What follows belongs to an exercise in optimizing a design on an open flow for small area, a short achievable clock period and few clock cycles; a production flow would make more cautious choices.
The RTL was checked by simulation tests, not by an equivalence proof against the original design.
No activity file was given, so power comes from the tool's default toggle rates.

File: design/flow/config.mk
export PLATFORM = sky130hd
export DESIGN_NAME = RV32Core
export DESIGN_NICKNAME = RV32Core
export VERILOG_FILES = /design/flow/design.v
export SDC_FILE = /design/flow/constraint.sdc
export NUM_CORES = 4
export LEC_CHECK = 0
export CAP_MARGIN = 20
export CORE_MARGIN = 2
export CORE_UTILIZATION = 50
export SLEW_MARGIN = 20
File: design/flow/constraint.sdc
create_clock -name core_clock -period 10.0 [get_ports {CPU_CLK}]
set_input_delay 2.0000 -clock core_clock [delete_from_list [all_inputs] [get_ports {CPU_CLK}]]
set_output_delay 2.0000 -clock core_clock [all_outputs]
set_load 0.01 [all_outputs]
File: design/flow/design.v
`timescale 1ns / 1ps
module RV32Core(
    input  wire        CPU_CLK,
    input  wire        CPU_RST,
    output wire [31:0] IMEM_Addr,
    input  wire [31:0] IMEM_RData,
    output wire [31:0] DMEM_Addr,
    output wire [31:0] DMEM_WData,
    output wire [3:0]  DMEM_WE,
    input  wire [31:0] DMEM_RData
    );
    wire clk = CPU_CLK;
    wire rst = CPU_RST;
    reg  [13:2] pc;                  
    reg         f_v;                 
    reg         d_old;               
    reg         r_ff;                
    reg  [31:0] ir_old;
    reg  [13:2] d_pc;                
    wire [31:0] d_ir = d_old ? ir_old : IMEM_RData;
    wire        d_v  = (d_old | f_v) & ~r_ff;
    reg  [31:0] e_a, e_b, e_c;       
    reg  [2:0]  e_fa, e_fb, e_fc;    
    reg  [4:0]  e_rd;
    reg         e_wen, e_ld, e_st, e_jalr;
    reg         e_br, e_beqne, e_binv;   
    reg         e_csgn;                  
    reg         e_sub, e_sra;
    reg         e_sadd, e_sslt, e_sxor, e_sor, e_sand, e_ssll, e_ssr, e_sc;
    reg  [2:0]  e_f3;
    reg  [31:0] m_res;
    reg  [31:0] m_wdata;
    reg  [3:0]  m_we;
    reg  [4:0]  m_rd;
    reg         m_wen, m_ld;
    reg  [2:0]  m_f3;
    reg  [31:0] w_res;
    reg  [4:0]  w_rd;
    reg         w_wen;
    reg         w_s00, w_s01, w_s02, w_s03, w_s11, w_s13, w_sw, w_alu;
    reg         w_f1, w_f23;         
    reg         w_g7, w_g15, w_g23, w_g31;   
    reg  [31:0] rf [1:31];
    wire [4:0] d_opc   = d_ir[6:2];
    wire       d_lui   = d_opc == 5'b01101;
    wire       d_auipc = d_opc == 5'b00101;
    wire       d_jal   = d_opc == 5'b11011;
    wire       d_jalr  = d_opc == 5'b11001;
    wire       d_br    = d_opc == 5'b11000;
    wire       d_ld    = d_opc == 5'b00000;
    wire       d_st    = d_opc == 5'b01000;
    wire       d_opi   = d_opc == 5'b00100;
    wire       d_opr   = d_opc == 5'b01100;
    wire [2:0] d_f3    = d_ir[14:12];
    wire [4:0] d_rd    = d_ir[11:7];
    wire [4:0] d_rs1   = d_ir[19:15];
    wire [4:0] d_rs2   = d_ir[24:20];
    wire       d_alu   = d_opi | d_opr;
    wire d_use1 = d_jalr | d_br | d_ld | d_st | d_alu;
    wire d_use2 = d_br | d_st | d_opr;
    wire d_wen  = (d_lui | d_auipc | d_jal | d_jalr | d_ld | d_alu) & (d_rd != 5'd0);
    wire [31:0] imm_i = {{20{d_ir[31]}}, d_ir[31:20]};
    wire [31:0] imm_s = {{20{d_ir[31]}}, d_ir[31:25], d_ir[11:7]};
    wire [31:0] imm_u = {d_ir[31:12], 12'b0};
    wire [31:2] imm_b = {{19{d_ir[31]}}, d_ir[31], d_ir[7], d_ir[30:25], d_ir[11:9]};
    wire [31:2] imm_j = {{11{d_ir[31]}}, d_ir[31], d_ir[19:12], d_ir[20], d_ir[30:22]};
    wire [13:2] tgt_b  = d_pc + imm_b[13:2];
    wire [13:2] tgt_j  = d_pc + imm_j[13:2];
    wire [13:2] d_tgt  = d_jal ? tgt_j : tgt_b;
    wire [14:2] d_link = {1'b0, d_pc} + 13'd1;
    wire [31:0] wb_data;
    reg  [31:0] rd1, rd2;
    integer ri;
    always @(*) begin
        rd1 = 32'b0;
        rd2 = 32'b0;
        for (ri = 1; ri < 32; ri = ri + 1) begin
            rd1 = rd1 | ({32{d_rs1 == ri}} & rf[ri]);
            rd2 = rd2 | ({32{d_rs2 == ri}} & rf[ri]);
        end
    end
    wire byp1 = w_wen && w_rd == d_rs1;
    wire byp2 = w_wen && w_rd == d_rs2;
    wire [31:0] rf1 = byp1 ? wb_data : rd1;
    wire [31:0] rf2 = byp2 ? wb_data : rd2;
    wire e_hit1 = e_wen && e_rd == d_rs1;
    wire m_hit1 = m_wen && m_rd == d_rs1;
    wire e_hit2 = e_wen && e_rd == d_rs2;
    wire m_hit2 = m_wen && m_rd == d_rs2;
    wire lu1 = e_hit1 ? e_ld : (m_hit1 & m_ld);
    wire lu2 = e_hit2 ? e_ld : (m_hit2 & m_ld);
    wire hold = d_v & ((d_use1 & lu1) | (d_use2 & lu2));
    wire [2:0] fs1 = e_hit1 ? 3'b010 : m_hit1 ? 3'b100 : 3'b001;
    wire [2:0] fs2 = e_hit2 ? 3'b010 : m_hit2 ? 3'b100 : 3'b001;
    wire [31:0] a_val = d_auipc ? {18'b0, d_pc, 2'b00} : d_lui ? 32'b0 : rf1;
    wire [31:0] b_val = (d_opr | d_br) ? rf2 : d_st ? imm_s : (d_lui | d_auipc) ? imm_u : imm_i;
    wire d_bpred = d_br & d_ir[31];
    wire [31:0] c_val = d_st ? rf2 : (d_br & ~d_bpred) ? {18'b0, tgt_b, 2'b00} : {17'b0, d_link, 2'b00};
    wire [31:0] A = ({32{e_fa[0]}} & e_a) | ({32{e_fa[1]}} & m_res) | ({32{e_fa[2]}} & w_res);
    wire [31:0] B = ({32{e_fb[0]}} & e_b) | ({32{e_fb[1]}} & m_res) | ({32{e_fb[2]}} & w_res);
    wire [31:0] C = ({32{e_fc[0]}} & e_c) | ({32{e_fc[1]}} & m_res) | ({32{e_fc[2]}} & w_res);
    wire [31:0] sum = A + (B ^ {32{e_sub}}) + {31'b0, e_sub};
    wire        lt  = {A[31] ^ e_csgn, A[30:0]} < {B[31] ^ e_csgn, B[30:0]};
    wire        eq  = (A == B);
    wire [31:0] a_rev;
    genvar gi;
    generate
        for (gi = 0; gi < 32; gi = gi + 1) begin : g_rev
            assign a_rev[gi] = A[31 - gi];
        end
    endgenerate
    wire [31:0] sh_in  = e_ssll ? a_rev : A;
    wire [31:0] sh_out = $signed({e_sra & A[31], sh_in}) >>> B[4:0];
    wire [31:0] sh_rev;
    generate
        for (gi = 0; gi < 32; gi = gi + 1) begin : g_rev2
            assign sh_rev[gi] = sh_out[31 - gi];
        end
    endgenerate
    wire [31:0] res = ({32{e_sadd}}  & sum[31:0]) |
                      ({32{e_sslt}}  & {31'b0, lt}) |
                      ({32{e_sxor}}  & (A ^ B)) |
                      ({32{e_sor}}   & (A | B)) |
                      ({32{e_sand}}  & (A & B)) |
                      ({32{e_ssll}}  & sh_rev) |
                      ({32{e_ssr}}   & sh_out) |
                      ({32{e_sc}}    & e_c);
    wire e_brk   = e_br & ~r_ff;
    wire e_jalrk = e_jalr & ~r_ff;
    wire redir_e = (e_brk & ((e_beqne ? eq : lt) ^ e_binv)) | e_jalrk;
    wire [13:2] tgt_e = e_jalr ? sum[13:2] : e_c[13:2];
    wire [3:0] st_we = (e_f3[1:0] == 2'b00) ? (4'b0001 << sum[1:0]) :
                       (e_f3[1:0] == 2'b01) ? (sum[1] ? 4'b1100 : 4'b0011) : 4'b1111;
    wire [31:0] st_data = (e_f3[1:0] == 2'b00) ? {4{C[7:0]}} :
                          (e_f3[1:0] == 2'b01) ? {2{C[15:0]}} : C;
    wire [31:0] R = DMEM_RData;
    wire        ld_sgn = (w_g7 & R[7]) | (w_g15 & R[15]) | (w_g23 & R[23]) | (w_g31 & R[31]);
    assign wb_data[7:0]   = ({8{w_s00}} & R[7:0]) | ({8{w_s01}} & R[15:8]) |
                            ({8{w_s02}} & R[23:16]) | ({8{w_s03}} & R[31:24]) |
                            ({8{w_alu}} & w_res[7:0]);
    assign wb_data[15:8]  = ({8{w_s11}} & R[15:8]) | ({8{w_s13}} & R[31:24]) |
                            {8{w_f1 & ld_sgn}} | ({8{w_alu}} & w_res[15:8]);
    assign wb_data[31:16] = ({16{w_sw}} & R[31:16]) | {16{w_f23 & ld_sgn}} |
                            ({16{w_alu}} & w_res[31:16]);
    wire d_go    = d_v & ~hold;
    wire redir_d = d_go & (d_jal | d_bpred);
    always @(posedge clk or posedge rst) begin
        if (rst) begin
            pc    <= 12'b0;
            f_v   <= 1'b0;
            d_old <= 1'b0;
            r_ff  <= 1'b0;
        end else begin
            f_v   <= ~redir_d;
            d_old <= hold;
            r_ff  <= redir_e;
            if (redir_e)      pc <= tgt_e;
            else if (redir_d) pc <= d_tgt;
            else if (!hold)  pc <= pc + 12'd1;
        end
    end
    always @(posedge clk) begin
        ir_old <= d_ir;
        if (!hold) d_pc <= pc;
    end
    always @(posedge clk or posedge rst) begin
        if (rst) begin
            e_wen <= 1'b0; e_ld <= 1'b0; e_st <= 1'b0; e_jalr <= 1'b0;
            e_br <= 1'b0;
        end else begin
            e_wen  <= d_go & d_wen;
            e_ld   <= d_go & d_ld;
            e_st   <= d_go & d_st;
            e_jalr <= d_go & d_jalr;
            e_br   <= d_go & d_br;
        end
    end
    always @(posedge clk) begin
        e_a   <= a_val;
        e_b   <= b_val;
        e_c   <= c_val;
        e_fa  <= (d_use1 & ~d_lui & ~d_auipc) ? fs1 : 3'b001;
        e_fb  <= (d_opr | d_br) ? fs2 : 3'b001;
        e_fc  <= d_st ? fs2 : 3'b001;
        e_rd  <= d_rd;
        e_f3  <= d_f3;
        e_sub <= d_opr & d_f3 == 3'b000 & d_ir[30];
        e_beqne <= ~d_f3[2];
        e_binv  <= d_f3[0] ^ d_bpred;
        e_csgn  <= d_br ? ~d_f3[1] : ~d_f3[0];
        e_sra <= d_ir[30];
        e_sadd  <= d_lui | d_auipc | d_ld | d_st | (d_alu & d_f3 == 3'b000);
        e_sslt  <= d_alu & d_f3[2:1] == 2'b01;
        e_sxor  <= d_alu & d_f3 == 3'b100;
        e_sor   <= d_alu & d_f3 == 3'b110;
        e_sand  <= d_alu & d_f3 == 3'b111;
        e_ssll  <= d_alu & d_f3 == 3'b001;
        e_ssr   <= d_alu & d_f3 == 3'b101;
        e_sc    <= d_jal | d_jalr;
    end
    always @(posedge clk or posedge rst) begin
        if (rst) begin
            m_we  <= 4'b0;
            m_wen <= 1'b0;
            m_ld  <= 1'b0;
        end else begin
            m_we  <= (e_st & ~r_ff) ? st_we : 4'b0;
            m_wen <= e_wen & ~r_ff;
            m_ld  <= e_ld & ~r_ff;
        end
    end
    always @(posedge clk) begin
        m_res   <= res;
        m_wdata <= st_data;
        m_rd    <= e_rd;
        m_f3    <= e_f3;
    end
    wire [1:0] m_a   = m_res[1:0];
    wire       m_isb = m_f3[1:0] == 2'b00;
    wire       m_ish = m_f3[1:0] == 2'b01;
    wire       m_isw = m_f3[1:0] == 2'b10;
    wire       m_sx  = ~m_f3[2];
    always @(posedge clk or posedge rst) begin
        if (rst) begin
            w_wen <= 1'b0;
        end else begin
            w_wen <= m_wen;
        end
    end
    always @(posedge clk) begin
        w_res <= m_res;
        w_rd  <= m_rd;
        w_alu <= ~m_ld;
        w_s00 <= m_ld & ((m_isb & m_a == 2'd0) | (m_ish & ~m_a[1]) | m_isw);
        w_s01 <= m_ld & m_isb & m_a == 2'd1;
        w_s02 <= m_ld & ((m_isb & m_a == 2'd2) | (m_ish & m_a[1]));
        w_s03 <= m_ld & m_isb & m_a == 2'd3;
        w_s11 <= m_ld & ((m_ish & ~m_a[1]) | m_isw);
        w_s13 <= m_ld & m_ish & m_a[1];
        w_sw  <= m_ld & m_isw;
        w_f1  <= m_ld & m_isb;
        w_f23 <= m_ld & (m_isb | m_ish);
        w_g7  <= m_ld & m_sx & m_isb & m_a == 2'd0;
        w_g15 <= m_ld & m_sx & ((m_isb & m_a == 2'd1) | (m_ish & ~m_a[1]));
        w_g23 <= m_ld & m_sx & m_isb & m_a == 2'd2;
        w_g31 <= m_ld & m_sx & ((m_isb & m_a == 2'd3) | (m_ish & m_a[1]));
    end
    always @(posedge clk) begin
        for (ri = 1; ri < 32; ri = ri + 1)
            if (w_wen && w_rd == ri) rf[ri] <= wb_data;
    end
    assign IMEM_Addr  = {18'b0, pc, 2'b00};
    assign DMEM_Addr  = m_res;
    assign DMEM_WData = m_wdata;
    assign DMEM_WE    = m_we;
endmodule
File: design/flow/flow/run.sh
#!/bin/bash
# The standard layout (standard.sh: standard synthesis and ORFS flow) with:
#  - ABC area-oriented mapping (timing repair then works on the critical paths),
#  - sky130_fd_sc_hd__buf_4 as the port buffer (the default pick is a slow
#    delay cell that footprint-matched resizing cannot swap out),
#  - CTS without dummy loads.
# The make output goes to flow_make.log; ORFS writes each step's log under orfs/logs.
set -uo pipefail
bash standard.sh \
  SETUP_SLACK_MARGIN=6 \
  ABC_AREA=1 \
  TNS_END_PERCENT=100 \
  CORE_UTILIZATION=50 \
  "BUFFER_PORTS_ARGS=-buffer_cell sky130_fd_sc_hd__buf_4" \
  "CTS_ARGS=-sink_clustering_enable -repair_clock_nets -dont_use_dummy_load" \
  finish > flow_make.log 2>&1
File: design/flow/standard.sh
#!/bin/bash
# synth_recipe.tcl (not shown) runs the flow's synth.tcl, then flattens the netlist and writes it again
# the make line also repeats each setting of config.mk as NAME=value (left out here)
make -C /OpenROAD-flow-scripts/flow DESIGN_CONFIG=/design/flow/config.mk WORK_HOME=/design/flow/orfs CLKGATE_MAP_FILE= SYNTH_SCRIPT=/design/flow/synth_recipe.tcl "${@:-finish}"
==> results of run 1 <==
worst min-delay path by stage:
| stage | end | startpoint | depth (start not counted) | slack, ns |
|---|---|---|---|---|
| after detailed placement | w_rd[0] | m_rd[0] | 0 | 0.37 |
| final | w_rd[0] | m_rd[0] | 0 | 0.39 |
| after global placement | m_rd[4] | ir_old[11] | 0 | 0.38 |
| after global routing | m_f3[2] | ir_old[14] | 0 | 0.40 |
| after CTS | m_rd[4] | ir_old[11] | 0 | 0.38 |
| after floorplan | m_f3[2] | ir_old[14] | 0 | 0.32 |
state kept, by name, indices dropped and copies added (netlist names), 4 cells and up:
name     count
e_rd         4
e_a         32
ir_old      24
m_wdata     32
d_pc        12
rf         992
m_res       32
w_res       32
w_rd         5
m_rd         5
e_c         32
pc          12
e_b         32
m_we         4
cells in the final DEF (no fill, tap or decap), types with 56 or more instances in the layout:
master	n
o22ai_1	510
inv_1	1043
nor2_1	570
xor2_1	67
o21ai_0	240
nand2_1	1752
dfxtp_1	264
clkbuf_16	145
edfxtp_1	1004
ha_1	143
a21oi_1	157
nand3_1	512
buf_4	343
a221oi_1	87
a211oi_1	105
diode_2	56
nand4_1	88
metrics by stage:
step                      worst slack (ns)  utilization
final                                 5.82        0.578
after global routing                  5.87        0.577
after global placement                4.33        0.531
after floorplan                       6.00            -
after CTS                             5.96        0.569
after detailed placement              4.28        0.531
worst max-delay path: cells and delay by family:
family | cells | cell delay (ns)
buf+inv | 3 | 0.81
simple gates | 8 | 1.58
compound gates | 2 | 0.43
layout make-up:
cell class,instances,area (um^2),area share
timing repair inverter,1,5.00,0.0000657
clock buffer,142,3550,0.0467
inverter,1114,4370,0.0574
timing repair buffer,442,4160,0.0546
tap,1755,2200,0.0288
antenna,56,140,0.00184
sequential,1301,36200,0.476
multi-input combinational,4793,25500,0.335
layer usage:
layer	vias to the layer above	routed length, um
li1	26200	-
met4	47	43000
met5	-	1650
met2	7028	146000
met3	2367	59100
met1	31000	118000
power breakdown:
part           leakage, nW  switching, W  internal, W
registers             11.8      0.000285      0.00616
clock network         1.75       0.00206      0.00248
logic                 18.6       0.00217     0.000828
total                 32.2       0.00452      0.00946
cell families after synthesis:
kind of cell / Yosys count / synth area share
simple gates: 3229 / 0.204
buf+inv: 1438 / 0.0864
compound gates: 1314 / 0.126
flops: 1301 / 0.545
fa+ha+maj: 147 / 0.0280
xor+xnor: 77 / 0.0101
mux: 5 / 0.000753
other cells: 1 / 0.0000564
timing repair:
action	in CTS	in global routing
buffers inserted	70	31
gates resized for setup	201	161
endpoints found under the setup margin	218	140
pin swaps	6	15
cloned	1	4
==> impl_metrics.csv, run 1 <==
group,metric,value,unit
sta,setup_viol,0,
power,power.density,184,nW/um^2
run,drv_cap,0,
power,p_leak,32.2,nW
layout,fillers,11900,
floorplanning,io_pins,166,
yosys,synth_top_area_frac,0.453,
layout,stdcell_area,76200,um^2
place,dp_cells,9298,
layout,layoutNonFillerInstCount,9604,
setup_path,path_cells,"buf_4, o21ai_2, nand2_4, nor2_2, nand2_2, buf_12, inv_4, nand2_1, o2111ai_1, nor2_1, nand4_1, nand2_2, nand2_1",
clock_tree,cts_made_buffers,142,
clock_tree,cts-root-buf,"clkbuf_16",
clock_tree,clk_pin_slew,0.06,ns
grt,met2_usage,0.734,
setup_path,crit_fanout,18,
grt,use_met1,0.602,
worst_hold_path,hp-class,"flip-flop to flip-flop",
clock_tree,cts_hold_buffers,0,
clock_tree,cts_sinks,1301,
layout,synthToLayoutAreaGrowth,14.5,%
yosys,syn_inst,7512,
grt,grt_start_max_net_pins,70,
yosys,synth_common_cells,"nand2_1, inv_1, edfxtp_1",
yosys,syn_avg_cell_area,8.85,um^2
sta,worstMarginPinSlew,1.37,ns
yosys,synth_seq_cells,1301,
grt,grt-ovfl-total,0,
yosys,synthArstFlopShare,0.0208,
drt,drt-wirelength-per-cell,38.3,um
floorplanning,die_h,369,um
yosys,yosysTopAreaCell,"edfxtp_1",
sta,post-route-period-util,0.418,
setup_path,max_stage_delay,0.39,ns
place,dpl_cell_area,70000,um^2
yosys,synth.area.top_cells,"edfxtp_1, nand2_1, dfxtp_1",
yosys,synthDistinctLibCells,64,
sta,setup_tns,0,ns
grt,grt.busiest_layer,"met2",
sta,hold_viol_final,0,
setup_path,start_kind,"primary input",
sta,min_period,4.18,ns
setup_path,endpoint,"e_a[3]",
sta,final-max-slew-violation-count,0,
yosys,ys_seq_area_frac,0.545,
place,hpwlAfterDp,228000,um
setup_path,critPathLaunch,"IMEM_RData[16]",
grt,grt_pass1_wl,483000,um
layout,layout-drive-gt1-share,0.113,
power,peakVddDrop,0.166,mV
floorplanning,die_w,369,um
drt,drc,0,
setup_path,crit_type,"primary input to flip-flop",
sta,clock_skew,0.0937,ns
floorplanning,fp-row-count,133,
grt,grt_pass1_vias,58800,
yosys,synth_flop_cell,"edfxtp_1",
sta,max_freq,0.239,GHz
drt,ant_nets,0,
grt,antenna_found_initial,44,
sta,slew_headroom,0.0855,
drt,wl,368000,um
setup_path,critical_path.slowest_cell,"nand4_1",
setup_path,r2r_start,"d_old",
yosys,post-synth-top-count-cell,"nand2_1",
yosys,ys_warn_count,2,
status,outcome,"timing/DRC/antenna clean",
yosys,synth_area,66500,um^2
grt,grt.total_usage,0.524,
place,numPortBuffers,143,
setup_path,cp.arrival,4.88,ns
setup_path,rr_worst_depth,14,
floorplanning,die_area,136000,um^2
setup_path,r2r-end,"e_c[6]",
grt,grt_use_met3,0.242,
floorplanning,fp.coreArea,132000,um^2
setup_path,critical_path_required,10.70,ns
setup_path,endpoint_kind,"flip-flop",
power,finalPower,0.0140,W
sta,whs,0.386,ns
clock_tree,cts_max_path_buffers,3,
drt,num_vias,66700,
setup_path,r2r_setup_slack,6.06,ns
layout,final_nets,8008,
drt,dr.pass1.iters,10,
sta,rsz0062_at_grt,"true",
yosys,synth_edf_count,1004,
floorplanning,initial_utilization,0.505,
drt,avgViaCountPerCell,6.94,
clock_tree,cts_tree,"built",
drt,drt_iter0_markers,13800,
clock_tree,clock_latency,0.82,ns
place,gp_congestion,1.05,
clock_tree,cts.htree.levels,4,
Testbench counts, summed over its fixed seeds: cycles 14,695.
==> inputs of run 2 (changes only) <==
--- a/design/flow/design.v
+++ b/design/flow/design.v
@@ -13,12 +13,10 @@
     wire rst = CPU_RST;
     reg  [13:2] pc;                  
     reg         f_v;                 
-    reg         d_old;               
     reg         r_ff;                
-    reg  [31:0] ir_old;
     reg  [13:2] d_pc;                
-    wire [31:0] d_ir = d_old ? ir_old : IMEM_RData;
-    wire        d_v  = (d_old | f_v) & ~r_ff;
+    wire [31:0] d_ir = IMEM_RData;
+    wire        d_v  = f_v & ~r_ff;
     reg  [31:0] e_a, e_b, e_c;       
     reg  [2:0]  e_fa, e_fb, e_fc;    
     reg  [4:0]  e_rd;
@@ -148,20 +146,18 @@
         if (rst) begin
             pc    <= 12'b0;
             f_v   <= 1'b0;
-            d_old <= 1'b0;
             r_ff  <= 1'b0;
         end else begin
-            f_v   <= ~redir_d;
-            d_old <= hold;
+            f_v   <= ~(redir_d | hold);
             r_ff  <= redir_e;
             if (redir_e)      pc <= tgt_e;
+            else if (hold)    pc <= d_pc;
             else if (redir_d) pc <= d_tgt;
-            else if (!hold)  pc <= pc + 12'd1;
-        end
-    end
-    always @(posedge clk) begin
-        ir_old <= d_ir;
-        if (!hold) d_pc <= pc;
+            else              pc <= pc + 12'd1;
+        end
+    end
+    always @(posedge clk) begin
+        d_pc <= pc;
     end
     always @(posedge clk or posedge rst) begin
         if (rst) begin
--- a/design/flow/flow/run.sh
+++ b/design/flow/flow/run.sh
@@ -7,7 +7,7 @@
 # The make output goes to flow_make.log; ORFS writes each step's log under orfs/logs.
 set -uo pipefail
 bash standard.sh \
-  SETUP_SLACK_MARGIN=6 \
+  SETUP_SLACK_MARGIN=6.5 \
   ABC_AREA=1 \
   TNS_END_PERCENT=100 \
   CORE_UTILIZATION=50 \
==> run 2 against run 1 <==
  * Critical endpoint is now e_a[8]
  * Largest power group unchanged
  * Via count increased by 0.13%
  * Largest cell class unchanged
  * Highest routed layer unchanged
  * Critical path type unchanged
  * Register-to-register slack better by 0.48 ns
  * Hold slack worse by 0.057 ns
  * Setup slack improved by 0.44 ns
==> impl_metrics.csv, run 2 <==
group,metric,value,unit
sta,hold_viol_final,0,
clock_tree,cts_sinks,1279,
sta,worstMarginPinSlew,1.26,ns
worst_hold_path,hp-class,"flip-flop to flip-flop",
drt,ant_nets,0,
yosys,post-synth-top-count-cell,"nand2_1",
place,pre_cts_ws,4.11,ns
drt,num_vias,66700,
clock_tree,cts_max_path_buffers,3,
floorplanning,initial_utilization,0.504,
layout,largest_reg_flops,992,
yosys,ys_seq_area_frac,0.546,
setup_path,crit_fanout,10,
layout,mostFrequentLayoutCells,"nand2_1, edfxtp_1, inv_1",
sta,min_period,3.74,ns
setup_path,start_kind,"primary input",
layout,fillers,11100,
sta,max_freq,0.267,GHz
setup_path,r2r_start,"e_fa[0]",
setup_path,cp.arrival,4.35,ns
drt,drt-wirelength-per-cell,39.2,um
status,outcome,"timing/DRC/antenna clean",
power,p_leak,31.8,nW
yosys,synth_common_cells,"nand2_1, edfxtp_1, inv_1",
sta,rsz0062_at_grt,"true",
yosys,synthArstFlopShare,0.0203,
yosys,synth_seq_cells,1279,
drt,dr.pass1.iters,13,
floorplanning,fp.coreArea,130000,um^2
sta,clock_skew,0.0951,ns
floorplanning,die_area,134000,um^2
power,power.density,176,nW/um^2
grt,grt.total_usage,0.541,
yosys,syn_inst,7328,
setup_path,critical_path_required,10.61,ns
drt,wl,373000,um
grt,grt_start_max_net_pins,66,
sta,final-max-slew-violation-count,0,
clock_tree,clock_latency,0.80,ns
grt,grt_pass1_wl,484000,um
place,gp_congestion,1.03,
layout,synthToLayoutAreaGrowth,19.1,%
sta,post-route-period-util,0.374,
layout,final_common_cell,"nand2_1",
clock_tree,cts_tree,"built",
floorplanning,io_pins,166,
setup_path,endpoint_kind,"flip-flop",
sta,setup_viol,0,
sta,whs,0.328,ns
yosys,ys_warn_count,2,
floorplanning,die_h,365,um
power,peakVddDrop,0.173,mV
setup_path,critPathLaunch,"IMEM_RData[19]",
run,drv_cap,0,
layout,layoutNonFillerInstCount,9520,
place,dp_cells,9086,
yosys,syn_avg_cell_area,8.91,um^2
setup_path,crit_type,"primary input to flip-flop",
yosys,synthDistinctLibCells,66,
yosys,synth.area.top_cells,"edfxtp_1, nand2_1, dfxtp_1",
drt,drc,0,
clock_tree,cts.htree.levels,4,
floorplanning,fp-row-count,132,
yosys,synth_top_area_frac,0.456,
place,numPortBuffers,143,
sta,finalWorstSetupSlack,6.26,ns
clock_tree,cts-root-buf,"clkbuf_16",
yosys,synth_flop_cell,"edfxtp_1",
drt,drt_iter0_markers,14200,
sta,setup_tns,0,ns
floorplanning,die_w,365,um
layout,final_nets,7952,
worst_hold_path,hold_path.startpoint,"e_f3[2]",
layout,fin_util,0.600,
layout,regMostFlops,"rf",
clock_tree,cts_hold_buffers,0,
grt,grt_pass1_vias,57800,
grt,antenna_found_initial,45,
drt,avgViaCountPerCell,7.01,
yosys,synth_area,65300,um^2
clock_tree,clk_pin_slew,0.06,ns
layout,layout-drive-gt1-share,0.144,
clock_tree,cts_made_buffers,140,
yosys,yosysTopAreaCell,"edfxtp_1",
sta,slew_headroom,0.157,
place,hpwlAfterDp,220000,um
yosys,synth_edf_count,992,
grt,grt-ovfl-total,0,
==> run 2: cell types whose count changed after synthesis, moves of 32 or more <==
| cell | previous run | this run |
|---|---|---|
| nor2_1 | 606 | 491 |
| a22oi_1 | 1 | 44 |
| a21oi_1 | 173 | 141 |
| o22ai_1 | 510 | 302 |
| nand4_1 | 88 | 165 |
| nand3_1 | 546 | 606 |
| o2111ai_1 | 52 | 84 |
| inv_1 | 1073 | 882 |
| o21ai_0 | 246 | 331 |
| a211oi_1 | 106 | 31 |
| nand2_1 | 1784 | 1911 |
==> run 2: what timing repair did <==
action                                  4_1_cts  5_1_grt
gates resized for setup                     453      291
setup buffers                                89      147
gates cloned                                  7       10
endpoints found under the setup margin      267      203
pin swaps                                    37       72
==> run 2: cell type report <==
type	instances	area, um^2	share of cell area
Multi-Input combinational cell	4807	26200	0.337
Inverter	940	3960	0.0509
Tap cell	1742	2180	0.0280
Timing Repair inverter	5	36.3	0.000466
Clock buffer	140	3500	0.0450
Sequential cell	1279	35700	0.459
Timing Repair Buffer	566	6090	0.0783
Antenna cell	41	103	0.00132
==> run 2: logic make-up (layout without fill, tap and decap cells) <==
logic type	count (synthesis)	after routing	share of synthesized area
AO/OA/AOI/OAI	1167	1167	0.114
XOR/XNOR	70	70	0.00939
adder cells (fa/ha/maj)	147	147	0.0285
buffers and inverters	1261	1651	0.0780
flip-flops	1279	1279	0.546
multiplexers	1	1	0.000153
other	1	61	0.0000574
AND/OR/NAND/NOR	3402	3402	0.224
==> run 2: power by group <==
group          switching (W)  internal [W]  total [W]
Combinational        0.00203      0.000833    0.00286
Clock                0.00205       0.00245    0.00450
Sequential          0.000285       0.00603    0.00631
==> run 2: per-layer routing <==
metal	share of wire	GRT usage	wire length (um)	up-vias
met5	0.0033	0.0570	1220	-
met4	0.12	0.489	46600	44
met3	0.17	0.280	63600	2405
met2	0.39	0.745	146000	7188
met1	0.31	0.601	115000	31100
li1	-	-	-	26000
==> run 2: path summary, 6_finish.rpt <==
kind | end | slack, ns | cells after the start
setup / recovery | e_a[8] | 6.26 | 13
max in group asynchronous | pc[8] | 8.19 | 3
hold / removal | m_f3[2] | 0.33 | 0
min in group asynchronous | pc[10] | 1.30 | 2
setup reg to reg | pc[13] | 6.54 | 17
hold reg to reg | m_f3[2] | 0.33 | 0
==> run 2: critical path, stage by stage <==
cell        delay [ns]
buf_16            0.10
clkinvlp_4        0.14
buf_6             0.15
buf_12            0.13
nand2_4           0.08
buf_12            0.15
buf_6             0.30
buf_8             0.24
o21ai_0           0.17
nor4_1            0.40
nand3_1           0.19
nand2_1           0.14
o21ai_0           0.11
==> run 2: stage by stage <==
| step | instance area [um^2] | power, W |
|---|---|---|
| 2_1_floorplan | 65500 | 0.00773 |
| 3_3_place_gp | 68800 | 0.00891 |
| 3_5_place_dp | 68800 | 0.00892 |
| 4_1_cts | 75100 | 0.0133 |
| 5_1_grt | 77700 | 0.0139 |
| 6_report | 77800 | 0.0137 |
Testbench counts of run 2, summed over its fixed seeds: cycles 14,759.
==> inputs of run 3 (changes only) <==
==> design/flow/flow/run.sh (replaced) <==
#!/bin/bash
# The standard layout (standard.sh: standard synthesis and ORFS flow) with:
#  - ABC area-oriented mapping (timing repair then works on the critical paths),
#  - sky130_fd_sc_hd__buf_4 as the port buffer (the default pick is a slow
#    delay cell that footprint-matched resizing cannot swap out),
#  - CTS with clkbuf_8 buffers and without dummy loads.
# The make output goes to flow_make.log; ORFS writes each step's log under orfs/logs.
set -uo pipefail
bash standard.sh \
  SETUP_SLACK_MARGIN=6.5 \
  ABC_AREA=1 \
  TNS_END_PERCENT=100 \
  CORE_UTILIZATION=50 \
  "BUFFER_PORTS_ARGS=-buffer_cell sky130_fd_sc_hd__buf_4" \
  "CTS_ARGS=-sink_clustering_enable -repair_clock_nets -dont_use_dummy_load -buf_list sky130_fd_sc_hd__clkbuf_8" \
  finish > flow_make.log 2>&1
==> run 3 against run 2 <==
  * Critical endpoint is now e_a[6]
  * Still clean
  * Count of clock-buffer cells in the layout increased by 73
  * Critical path type unchanged
  * Clock power is 14% lower
  * Largest power group unchanged
  * Sequential share of layout area grew 1.3 points
  * Flip-flop and latch count did not move
  * Routed wire length fell by 1.9%
  * Utilization fell by 1.5 points
==> impl_metrics.csv, run 3 <==
group,metric,value,unit
setup_path,crit_type,"primary input to flip-flop",
power,peakVddDrop,0.153,mV
setup_path,critPathBufInv,6,
layout,layoutNonFillerInstCount,9536,
yosys,synth_flop_cell,"edfxtp_1",
sta,rsz0062_at_grt,"true",
layout,final_nets,7942,
yosys,synth_top_area_frac,0.456,
worst_hold_path,hp-class,"flip-flop to flip-flop",
power,p_leak,30.9,nW
setup_path,critical_path.slowest_cell,"nand4_1",
place,hpwlAfterDp,220000,um
clock_tree,cts-root-buf,"clkbuf_8",
sta,setup_viol,0,
floorplanning,fp.coreArea,130000,um^2
clock_tree,cts_made_buffers,213,
setup_path,crit_fanout,9,
floorplanning,fp-row-count,132,
grt,grt_start_max_net_pins,66,
grt,grt_pass1_vias,58100,
power,power.density,172,nW/um^2
yosys,synth.area.top_cells,"edfxtp_1, nand2_1, dfxtp_1",
clock_tree,cts_tree,"built",
place,gp_congestion,1.03,
drt,dr.pass1.iters,13,
drt,ant_nets,0,
yosys,syn_inst,7328,
yosys,synthArstFlopShare,0.0203,
setup_path,endpoint_kind,"flip-flop",
grt,grt_pass1_wl,480000,um
sta,final-max-slew-violation-count,0,
drt,num_vias,66200,
floorplanning,die_w,365,um
place,dpl_cell_area,68800,um^2
yosys,synthDistinctLibCells,66,
layout,stdcell_area,75900,um^2
setup_path,cp.arrival,4.47,ns
place,dp_cells,9086,
clock_tree,clock_latency,1.01,ns
power,finalPower,0.0131,W
grt,antenna_found_initial,37,
layout,largest_reg_flops,992,
drt,drt-wirelength-per-cell,38.4,um
yosys,synth_edf_count,992,
grt,grt-ovfl-total,0,
setup_path,path_cells,"buf_6, inv_4, nand2_4, nor2_1, buf_4, nand2_8, buf_12, inv_4, buf_12, nand2_1, o21ai_0, nor4_2, nand4_1, nand2_2, o21ai_0",
setup_path,cp_top_family,"simple AND/OR/NAND/NOR gates",
sta,min_period,3.70,ns
clock_tree,cts.htree.levels,4,
layout,regMostFlops,"rf",
drt,wl,366000,um
sta,clock_skew,0.171,ns
sta,max_freq,0.271,GHz
floorplanning,die_area,134000,um^2
sta,slew_headroom,0.168,
layout,mostFrequentLayoutCells,"nand2_1, edfxtp_1, inv_1",
sta,setup_tns,0,ns
yosys,syn_avg_cell_area,8.91,um^2
drt,drt_iter0_markers,13400,
yosys,synth_area,65300,um^2
layout,layout-drive-gt1-share,0.138,
yosys,post-synth-top-count-cell,"nand2_1",
grt,grt.total_usage,0.536,
drt,avgViaCountPerCell,6.94,
yosys,synth_common_cells,"nand2_1, edfxtp_1, inv_1",
setup_path,max_stage_delay,0.42,ns
floorplanning,io_pins,166,
clock_tree,clk_pin_slew,0.06,ns
yosys,ys_warn_count,2,
floorplanning,initial_utilization,0.504,
floorplanning,die_h,365,um
layout,final_common_cell,"nand2_1",
yosys,synth_seq_cells,1279,
setup_path,critical_path_required,10.77,ns
sta,hold_viol_final,0,
run,drv_cap,0,
setup_path,start_kind,"primary input",
setup_path,r2r_setup_slack,6.51,ns
place,numPortBuffers,143,
layout,synthToLayoutAreaGrowth,16.2,%
clock_tree,cts_max_path_buffers,3,
status,outcome,"timing/DRC/antenna clean",
drt,drc,0,
sta,worstMarginPinSlew,1.25,ns
sta,post-route-period-util,0.370,
clock_tree,cts_sinks,1279,
yosys,ys_seq_area_frac,0.546,
yosys,yosysTopAreaCell,"edfxtp_1",
## run 3: cell counts after synthesis
Identical to the previous run, type by type.
## run 3: per-stage QoR
| step | utilization | hold slack, ns | setup WS [ns] |
|---|---|---|---|
| after global routing | 0.584 | 0.346 | 6.35 |
| final | 0.585 | 0.330 | 6.30 |
| after floorplan | - | 0.310 | 6.32 |
| after global placement | 0.531 | 0.314 | 4.06 |
| after detailed placement | 0.531 | 0.317 | 4.11 |
| after CTS | 0.570 | 0.331 | 6.39 |
## run 3: kinds of logic after synthesis
| group | Yosys count | share of synthesized area |
|---|---|---|
| simple gates | 3402 | 0.224 |
| flops | 1279 | 0.546 |
| buf+inv | 1261 | 0.0780 |
| compound gates | 1167 | 0.114 |
| fa+ha+maj | 147 | 0.0285 |
| xor+xnor | 70 | 0.00939 |
| other cells | 1 | 0.0000574 |
| mux | 1 | 0.000153 |
## run 3: per-layer routing
layer,global-route usage,vias up,share of wire
li1,-,26000,-
met1,0.600,30700,0.31
met2,0.747,7097,0.39
met3,0.259,2344,0.17
met4,0.481,46,0.12
met5,0.0556,-,0.0046
## run 3: path summary, 6_finish.rpt
check,from,endpoint,cells after the start
worst max-delay path,IMEM_RData[16],e_a[6],15
min in group asynchronous,CPU_RST,pc[10],2
worst max register to register,m_res[15],pc[9],17
max in group asynchronous,CPU_RST,e_br,3
worst min-delay path,e_f3[2],m_f3[2],0
worst min register to register,e_f3[2],m_f3[2],0
## run 3: final cells by class
cell class	instances	area, um^2
fill	11400	53800
sequential	1279	35800
multi-input combinational	4807	25900
timing repair buffer	485	5010
inverter	940	3870
clock buffer	213	2930
tap	1742	2180
antenna	67	168
timing repair inverter	3	26.3
## run 3: power by group
part | switching (W) | total (W) | leakage (nW) | internal (W)
combinational | 0.00203 | 0.00288 | 17.8 | 0.000852
clock | 0.00202 | 0.00388 | 1.53 | 0.00186
sequential | 0.000261 | 0.00630 | 11.7 | 0.00603
total | 0.00432 | 0.0131 | 30.9 | 0.00874
## run 3: repair_timing
action,in CTS,in global routing
setup endpoints to repair,235,179
buffers inserted,75,84
pin swaps,25,38
hold buffers,0,0
gates cloned,4,7
resized for setup,393,236
==> inputs of run 4 (changes only) <==
--- a/design/flow/design.v
+++ b/design/flow/design.v
@@ -20,7 +20,7 @@
     reg  [31:0] e_a, e_b, e_c;       
     reg  [2:0]  e_fa, e_fb, e_fc;    
     reg  [4:0]  e_rd;
-    reg         e_wen, e_ld, e_st, e_jalr;
+    reg         e_wen, e_ld, e_st, e_jalr, e_auipc;
     reg         e_br, e_beqne, e_binv;   
     reg         e_csgn;                  
     reg         e_sub, e_sra;
@@ -64,7 +64,9 @@
     wire [31:2] imm_j = {{11{d_ir[31]}}, d_ir[31], d_ir[19:12], d_ir[20], d_ir[30:22]};
     wire [13:2] tgt_b  = d_pc + imm_b[13:2];
     wire [13:2] tgt_j  = d_pc + imm_j[13:2];
-    wire [13:2] d_tgt  = d_jal ? tgt_j : tgt_b;
+    wire [13:2] tgt_ai = e_a[13:2] + {e_b[13:12], 10'b0} + imm_i[13:2];
+    wire        d_fuse;
+    wire [13:2] d_tgt  = d_fuse ? tgt_ai : d_jal ? tgt_j : tgt_b;
     wire [14:2] d_link = {1'b0, d_pc} + 13'd1;
     wire [31:0] wb_data;
     reg  [31:0] rd1, rd2;
@@ -141,7 +143,8 @@
     assign wb_data[31:16] = ({16{w_sw}} & R[31:16]) | {16{w_f23 & ld_sgn}} |
                             ({16{w_alu}} & w_res[31:16]);
     wire d_go    = d_v & ~hold;
-    wire redir_d = d_go & (d_jal | d_bpred);
+    assign d_fuse  = d_jalr & e_auipc & e_hit1;
+    wire redir_d = d_go & (d_jal | d_bpred | d_fuse);
     always @(posedge clk or posedge rst) begin
         if (rst) begin
             pc    <= 12'b0;
@@ -161,13 +164,14 @@
     end
     always @(posedge clk or posedge rst) begin
         if (rst) begin
-            e_wen <= 1'b0; e_ld <= 1'b0; e_st <= 1'b0; e_jalr <= 1'b0;
+            e_wen <= 1'b0; e_ld <= 1'b0; e_st <= 1'b0; e_jalr <= 1'b0; e_auipc <= 1'b0;
             e_br <= 1'b0;
         end else begin
             e_wen  <= d_go & d_wen;
             e_ld   <= d_go & d_ld;
             e_st   <= d_go & d_st;
-            e_jalr <= d_go & d_jalr;
+            e_jalr <= d_go & d_jalr & ~d_fuse;
+            e_auipc <= d_go & d_auipc;
             e_br   <= d_go & d_br;
         end
     end
==> run 4 against run 3 <==
  * Still clean on timing, DRC and antenna
  * Flip-flop and latch count grew 1
  * Die area grew 0.74%
  * Clock skew shrank 0.036 ns
  * Setup slack lost 0.010 ns
  * Cell count grew 1.6%
  * Design area grew 1.5%
  * Routed wire length grew 0.65%
  * Global-route usage shrank 1.3 points
  * Hold slack gained 0.018 ns
  * First-iteration DRC count grew 0.16%
==> impl_metrics.csv, run 4 <==
group,metric,value,unit
yosys,ys_warn_count,2,
yosys,yosysTopAreaCell,"edfxtp_1",
drt,drc,0,
place,dp_cells,9231,
setup_path,cp.arrival,4.51,ns
sta,hold_viol_final,0,
setup_path,critical_path.slowest_cell,"buf_4",
setup_path,rr_worst_depth,16,
yosys,ys_seq_area_frac,0.542,
yosys,synth_common_cells,"nand2_1, edfxtp_1, inv_1",
setup_path,r2r_setup_slack,6.51,ns
layout,final_nets,8095,
yosys,synth_flop_cell,"edfxtp_1",
clock_tree,cts_sinks,1280,
place,hpwlAfterDp,222000,um
sta,setup_tns,0,ns
layout,final_common_cell,"nand2_1",
grt,grt-ovfl-total,0,
yosys,synth_area,65800,um^2
layout,layoutNonFillerInstCount,9688,
clock_tree,cts-root-buf,"clkbuf_8",
drt,wl,368000,um
setup_path,crit_fanout,15,
yosys,synth_seq_cells,1280,
layout,largest_reg_flops,992,
layout,layout-drive-gt1-share,0.141,
power,power.density,172,nW/um^2
power,finalPower,0.0132,W
floorplanning,io_pins,166,
sta,worstMarginPinSlew,1.17,ns
setup_path,critical_path_required,10.80,ns
setup_path,critPathBufInv,3,
yosys,synthArstFlopShare,0.0211,
setup_path,crit_cells,9,
sta,min_period,3.71,ns
setup_path,r2r_start,"e_fa[2]",
floorplanning,die_area,135000,um^2
layout,fillers,11800,
sta,post-route-period-util,0.371,
sta,setup_viol,0,
yosys,synthDistinctLibCells,56,
place,gp_congestion,1.02,
sta,max_freq,0.270,GHz
layout,regMostFlops,"rf",
place,pre_cts_ws,4.30,ns
drt,ant_nets,0,
sta,slew_headroom,0.217,
power,peakVddDrop,0.150,mV
floorplanning,initial_utilization,0.502,
run,drv_cap,0,
sta,final-max-slew-violation-count,0,
grt,grt_pass1_vias,59100,
yosys,synth_edf_count,992,
grt,antenna_found_initial,34,
setup_path,max_stage_delay,0.57,ns
setup_path,endpoint,"e_a[26]",
layout,multi_input_area,26800,um^2
drt,num_vias,67400,
layout,seq_area,35800,um^2
worst_hold_path,hp-class,"flip-flop to flip-flop",
clock_tree,cts_made_buffers,209,
floorplanning,fp-row-count,133,
sta,clock_skew,0.136,ns
grt,grt_pass1_wl,481000,um
setup_path,critPathLaunch,"IMEM_RData[16]",
yosys,synth_top_area_frac,0.453,
layout,synthToLayoutAreaGrowth,17.1,%
clock_tree,cts_tree,"built",
drt,dr.pass1.iters,11,
drt,avgViaCountPerCell,6.96,
sta,finalWorstSetupSlack,6.29,ns
drt,drt-wirelength-per-cell,38.0,um
grt,grt.total_usage,0.523,
setup_path,cp_top_family,"simple AND/OR/NAND/NOR gates",
setup_path,start_kind,"primary input",
yosys,post-synth-top-count-cell,"nand2_1",
floorplanning,fp.coreArea,131000,um^2
clock_tree,clk_pin_slew,0.06,ns
drt,drt_iter0_markers,13400,
grt,grt_start_max_net_pins,66,
clock_tree,cts_max_path_buffers,3,
clock_tree,cts.htree.levels,4,
clock_tree,clock_latency,0.98,ns
yosys,synth.area.top_cells,"edfxtp_1, nand2_1, dfxtp_1",
setup_path,r2r-end,"m_res[24]",
floorplanning,die_h,367,um
status,outcome,"timing/DRC/antenna clean",
setup_path,endpoint_kind,"flip-flop",
yosys,syn_avg_cell_area,8.83,um^2
yosys,syn_inst,7453,
power,p_leak,31.6,nW
place,numPortBuffers,143,
layout,mostFrequentLayoutCells,"nand2_1, edfxtp_1, inv_1",
setup_path,crit_type,"primary input to flip-flop",
sta,rsz0062_at_grt,"true",
setup_path,path_cells,"buf_6, nor2_4, nand3_4, buf_4, o22ai_1, nor4_2, nand4_1, nand2_1, inv_1",
floorplanning,die_w,367,um
## run 4: cell types whose count changed after synthesis, sizes merged, moves of 26 or more
| cell | before | now |
|---|---|---|
| nand3 | 630 | 670 |
| nand2 | 1930 | 1971 |
| nor2 | 508 | 439 |
| clkbuf | 117 | 171 |
| a221oi | 69 | 43 |
| buf | 204 | 156 |
| nor4 | 52 | 78 |
| nand4 | 165 | 133 |
| inv | 935 | 970 |
## run 4: kinds of logic after synthesis
| group | share of synthesized area |
|---|---|
| AO/OA/AOI/OAI | 0.113 |
| XOR/XNOR | 0.0105 |
| adder cells (fa/ha/maj) | 0.0327 |
| buffers and inverters | 0.0780 |
| flip-flops | 0.542 |
| other | 0.0000570 |
| AND/OR/NAND/NOR | 0.223 |
## run 4: per-stage QoR
stage | instance area, um^2 | hold slack [ns] | util
after floorplan | 66400 | 0.310 | -
after global placement | 69800 | 0.315 | 0.533
after detailed placement | 69800 | 0.325 | 0.533
after CTS | 74700 | 0.347 | 0.570
after global routing | 76900 | 0.348 | 0.587
final | 77000 | 0.349 | 0.588
## run 4: worst register-to-register path: stages (launching register included)
cell and delay [ns]:
dfxtp_1 0.30, clkbuf_8 0.23, nand2_1 0.16, nand3_1 0.37, ha_2 0.57, nand2_1 0.10, nor2_1 0.14, inv_1 0.06
nor2_1 0.08, buf_4 0.19, nand4_1 0.38, nand3_2 0.24, nand2_1 0.06, nand2_1 0.08, a21oi_1 0.07, o21ai_1 0.19
nand4_1 0.13
## run 4: per-layer routing
metal,part of all wire,wire (um),GRT usage
met5,0.0022,825,0.0132
met4,0.12,43200,0.454
met3,0.17,60900,0.238
met2,0.40,146000,0.726
met1,0.32,118000,0.608
## run 4: final cells by class
type,count,area share
repair inverters,2,0.000162
well taps,1755,0.0285
multi-input cells,4891,0.348
flip-flops and latches,1280,0.464
clock buffers,209,0.0373
repair buffers,501,0.0687
diodes,75,0.00244
inverters,975,0.0511
## run 4: repair_timing
item,in CTS,in global routing
cloned,6,10
endpoints found under the hold margin,0,0
pin swaps,31,45
buffers inserted,59,97
setup endpoints to repair,204,114
gates resized for setup,378,247
hold buffers,0,0
## run 4: power by group
| group | internal, W | switching (W) | leakage, nW |
|---|---|---|---|
| sequential | 0.00603 | 0.000284 | 11.7 |
| clock | 0.00182 | 0.00199 | 1.50 |
| combinational | 0.000932 | 0.00216 | 18.4 |
| total | 0.00879 | 0.00443 | 31.6 |
## run 4: worst min path at each step
stage | endpoint | cells past startpoint | startpoint | slack [ns]
2_1_floorplan | m_f3[2] | 0 | e_f3[2] | 0.31
3_3_place_gp | m_f3[2] | 0 | e_f3[2] | 0.32
3_5_place_dp | m_f3[2] | 0 | e_f3[2] | 0.32
4_1_cts | m_f3[2] | 0 | e_f3[2] | 0.35
5_1_grt | m_f3[2] | 0 | e_f3[2] | 0.35
6_report | m_f3[2] | 0 | e_f3[2] | 0.35
Testbench counts of run 4, summed over its fixed seeds: cycles 14,593.
==> inputs of run 5 (changes only) <==
--- a/design/flow/flow/run.sh
+++ b/design/flow/flow/run.sh
@@ -7,7 +7,7 @@
 # The make output goes to flow_make.log; ORFS writes each step's log under orfs/logs.
 set -uo pipefail
 bash standard.sh \
-  SETUP_SLACK_MARGIN=6.5 \
+  SETUP_SLACK_MARGIN=6.75 \
   ABC_AREA=1 \
   TNS_END_PERCENT=100 \
   CORE_UTILIZATION=50 \
==> run 5 against run 4 <==
  * Combinational power rose by 9.4%
  * Critical path type unchanged
  * Highest routed layer unchanged
  * Setup slack improved by 0.17 ns
  * Cell count rose by 1.8%
  * Utilization rose by 3.2 points
  * Synthesized cell count did not move
==> impl_metrics.csv, run 5 <==
group,metric,value,unit
yosys,ys_seq_area_frac,0.542,
grt,grt.busiest_layer,"met2",
clock_tree,clk_pin_slew,0.06,ns
yosys,synth_seq_cells,1280,
grt,use_met1,0.610,
drt,drc,0,
layout,layout-drive-gt1-share,0.190,
grt,grt_use_met3,0.269,
layout,largest_reg_flops,992,
drt,ant_nets,0,
grt,grt_start_max_net_pins,65,
place,dp_cells,9156,
power,p_leak,33.1,nW
drt,drt-wirelength-per-cell,39.0,um
yosys,synth_top_area_frac,0.453,
status,outcome,"timing/DRC/antenna clean",
sta,final-max-slew-violation-count,0,
grt,antenna_found_initial,46,
place,pre_cts_ws,4.48,ns
yosys,synth.area.top_cells,"edfxtp_1, nand2_1, dfxtp_1",
yosys,yosysTopAreaCell,"edfxtp_1",
clock_tree,cts_tree,"built",
yosys,synthArstFlopShare,0.0211,
sta,setup_tns,0,ns
drt,dr.pass1.iters,22,
clock_tree,cts.htree.levels,4,
yosys,syn_avg_cell_area,8.83,um^2
layout,stdcell_area,81300,um^2
yosys,synth_common_cells,"nand2_1, edfxtp_1, inv_1",
clock_tree,cts_max_path_buffers,3,
clock_tree,cts-root-buf,"clkbuf_8",
sta,hold_viol_final,0,
sta,clock_skew,0.0889,ns
place,hpwlAfterDp,216000,um
clock_tree,clock_latency,1.00,ns
floorplanning,fp.coreArea,131000,um^2
grt,met2_usage,0.744,
sta,max_freq,0.283,GHz
sta,min_period,3.53,ns
floorplanning,io_pins,166,
layout,regMostFlops,"rf",
floorplanning,die_h,367,um
setup_path,cp.arrival,4.38,ns
sta,whs,0.394,ns
yosys,synth_edf_count,992,
grt,grt_pass1_wl,493000,um
sta,rsz0062_at_grt,"true",
sta,slew_headroom,0.166,
drt,num_vias,69500,
grt,grt_pass1_vias,60100,
setup_path,endpoint_kind,"flip-flop",
sta,finalWorstSetupSlack,6.47,ns
yosys,syn_inst,7453,
drt,avgViaCountPerCell,7.04,
worst_hold_path,hp-class,"flip-flop to flip-flop",
yosys,post-synth-top-count-cell,"nand2_1",
floorplanning,fp-row-count,133,
floorplanning,die_w,367,um
grt,grt.total_usage,0.539,
clock_tree,cts_hold_buffers,0,
yosys,ys_warn_count,2,
layout,layoutNonFillerInstCount,9866,
power,peakVddDrop,0.152,mV
drt,wl,385000,um
grt,grt-ovfl-total,0,
place,gp_congestion,1.06,
run,drv_cap,0,
yosys,synth_area,65800,um^2
layout,mostFrequentLayoutCells,"nand2_1, edfxtp_1, inv_1",
floorplanning,initial_utilization,0.502,
layout,synthToLayoutAreaGrowth,23.5,%
sta,worstMarginPinSlew,1.25,ns
clock_tree,cts_made_buffers,208,
setup_path,critical_path_required,10.84,ns
power,power.density,166,nW/um^2
layout,final_common_cell,"nand2_1",
yosys,synth_flop_cell,"edfxtp_1",
layout,final_nets,8279,
setup_path,start_kind,"primary input",
setup_path,crit_type,"primary input to flip-flop",
place,dpl_cell_area,70500,um^2
clock_tree,cts_sinks,1280,
place,numPortBuffers,143,
drt,drt_iter0_markers,14400,
floorplanning,die_area,135000,um^2
sta,post-route-period-util,0.353,
setup_path,crit_fanout,7,
sta,setup_viol,0,
yosys,synthDistinctLibCells,56,
run 5: cell counts after synthesis:
No cell type changed its count.
run 5: worst paths after layout:
check | depth (start not counted) | end | start | slack (ns)
max in group asynchronous | 3 | pc[4] | CPU_RST | 8.53
min | 0 | m_rd[2] | e_rd[2] | 0.39
min in group asynchronous | 3 | pc[11] | CPU_RST | 1.14
max | 13 | e_a[5] | IMEM_RData[17] | 6.47
min reg2reg | 0 | m_rd[2] | e_rd[2] | 0.39
max reg2reg | 14 | m_res[24] | e_fb[1] | 6.80
run 5: cell type report:
cell class | instances | area, um^2
Clock buffer | 208 | 2860
Timing Repair Buffer | 672 | 7150
Multi-Input combinational cell | 4899 | 28600
Antenna cell | 69 | 173
Fill cell | 11300 | 49700
Timing Repair inverter | 8 | 65.1
Sequential cell | 1280 | 35900
Inverter | 975 | 4320
Tap cell | 1755 | 2200
run 5: metal layers:
metal  wire (um)  up-vias
met4       46500       45
met2      151000     7517
met3       65700     2546
li1            -    26900
met1      120000    32500
met5        1230        -
run 5: worst max-delay path: stages:
cell and delay (ns):
buf_16 0.13, inv_8 0.05, nand2_8 0.10, buf_12 0.12, nor2_4 0.05, nand2_8 0.19
clkinv_16 0.15, nand2_2 0.09, o21ai_2 0.05, nor4_2 0.37, nand4_1 0.58, nand2_1 0.33
nand2_1 0.08
run 5: cell families after synthesis:
logic type,share of synthesized area
XOR/XNOR,0.0105
AO/OA/AOI/OAI,0.113
AND/OR/NAND/NOR,0.223
other,0.0000570
buffers and inverters,0.0780
adder cells (fa/ha/maj),0.0327
flip-flops,0.542
run 5: through the flow:
| stage | power, W | util |
|---|---|---|
| 3_3_place_gp | 0.00914 | 0.538 |
| 6_report | 0.0135 | 0.621 |
| 3_5_place_dp | 0.00915 | 0.538 |
| 2_1_floorplan | 0.00796 | - |
| 4_1_cts | 0.0131 | 0.591 |
| 5_1_grt | 0.0138 | 0.620 |
run 5: power breakdown:
group / switching (W) / total (W) / internal (W) / leakage, nW
registers: 0.000263 / 0.00631 / 0.00604 / 11.7
clock network: 0.00202 / 0.00384 / 0.00182 / 1.50
logic: 0.00228 / 0.00338 / 0.00110 / 19.9
run 5: what timing repair did:
action,in CTS,in global routing
setup endpoints to repair,290,342
cloned,15,21
resized for setup,568,343
setup buffers,199,198
pin swaps,53,120

[afterwards: timing with drivers on the ports]
The flow's constraints put no driver on any port. The routed layouts listed below were extracted and timed again, unchanged, in two steps.
Step 1 (the two cells are an assumption about what drives the block):
set clk [get_ports {CPU_CLK}]
set_driving_cell -lib_cell sky130_fd_sc_hd__clkbuf_16 $clk
set_driving_cell -lib_cell sky130_fd_sc_hd__buf_2 [delete_from_list [all_inputs] $clk]
Step 2, shift: input delay + t, output delay - t, t = (earliest + latest rising clock arrival at the registers) / 2. This alone moves slack from input paths to output paths.
Slacks: no drivers / after step 1 / after step 2; pairs: no drivers / after step 1.
| run | t, ns | slack for setup (ns) | slew at the worst register clock pin (ns) | pins driven straight from the clock port |
|---|---|---|---|---|
| run 1 | 0.859 | 5.817 / 5.877 / 5.018 | 0.07 / 0.07 | 1 |
| run 2 | 0.843 | 6.261 / 6.144 / 5.301 | 0.06 / 0.06 | 1 |
| run 3 | 1.001 | 6.304 / 6.293 / 5.292 | 0.07 / 0.07 | 1 |
| run 4 | 1.009 | 6.294 / 6.219 / 5.210 | 0.07 / 0.07 | 1 |
| run 5 | 1.044 | 6.467 / 6.404 / 5.412 | 0.07 / 0.07 | 1 |
After both steps setup and hold are still met in every run listed. For run 4, which loses most, drivers alone change the setup slack by -0.075 ns; drivers and shift together by -1.084 ns.
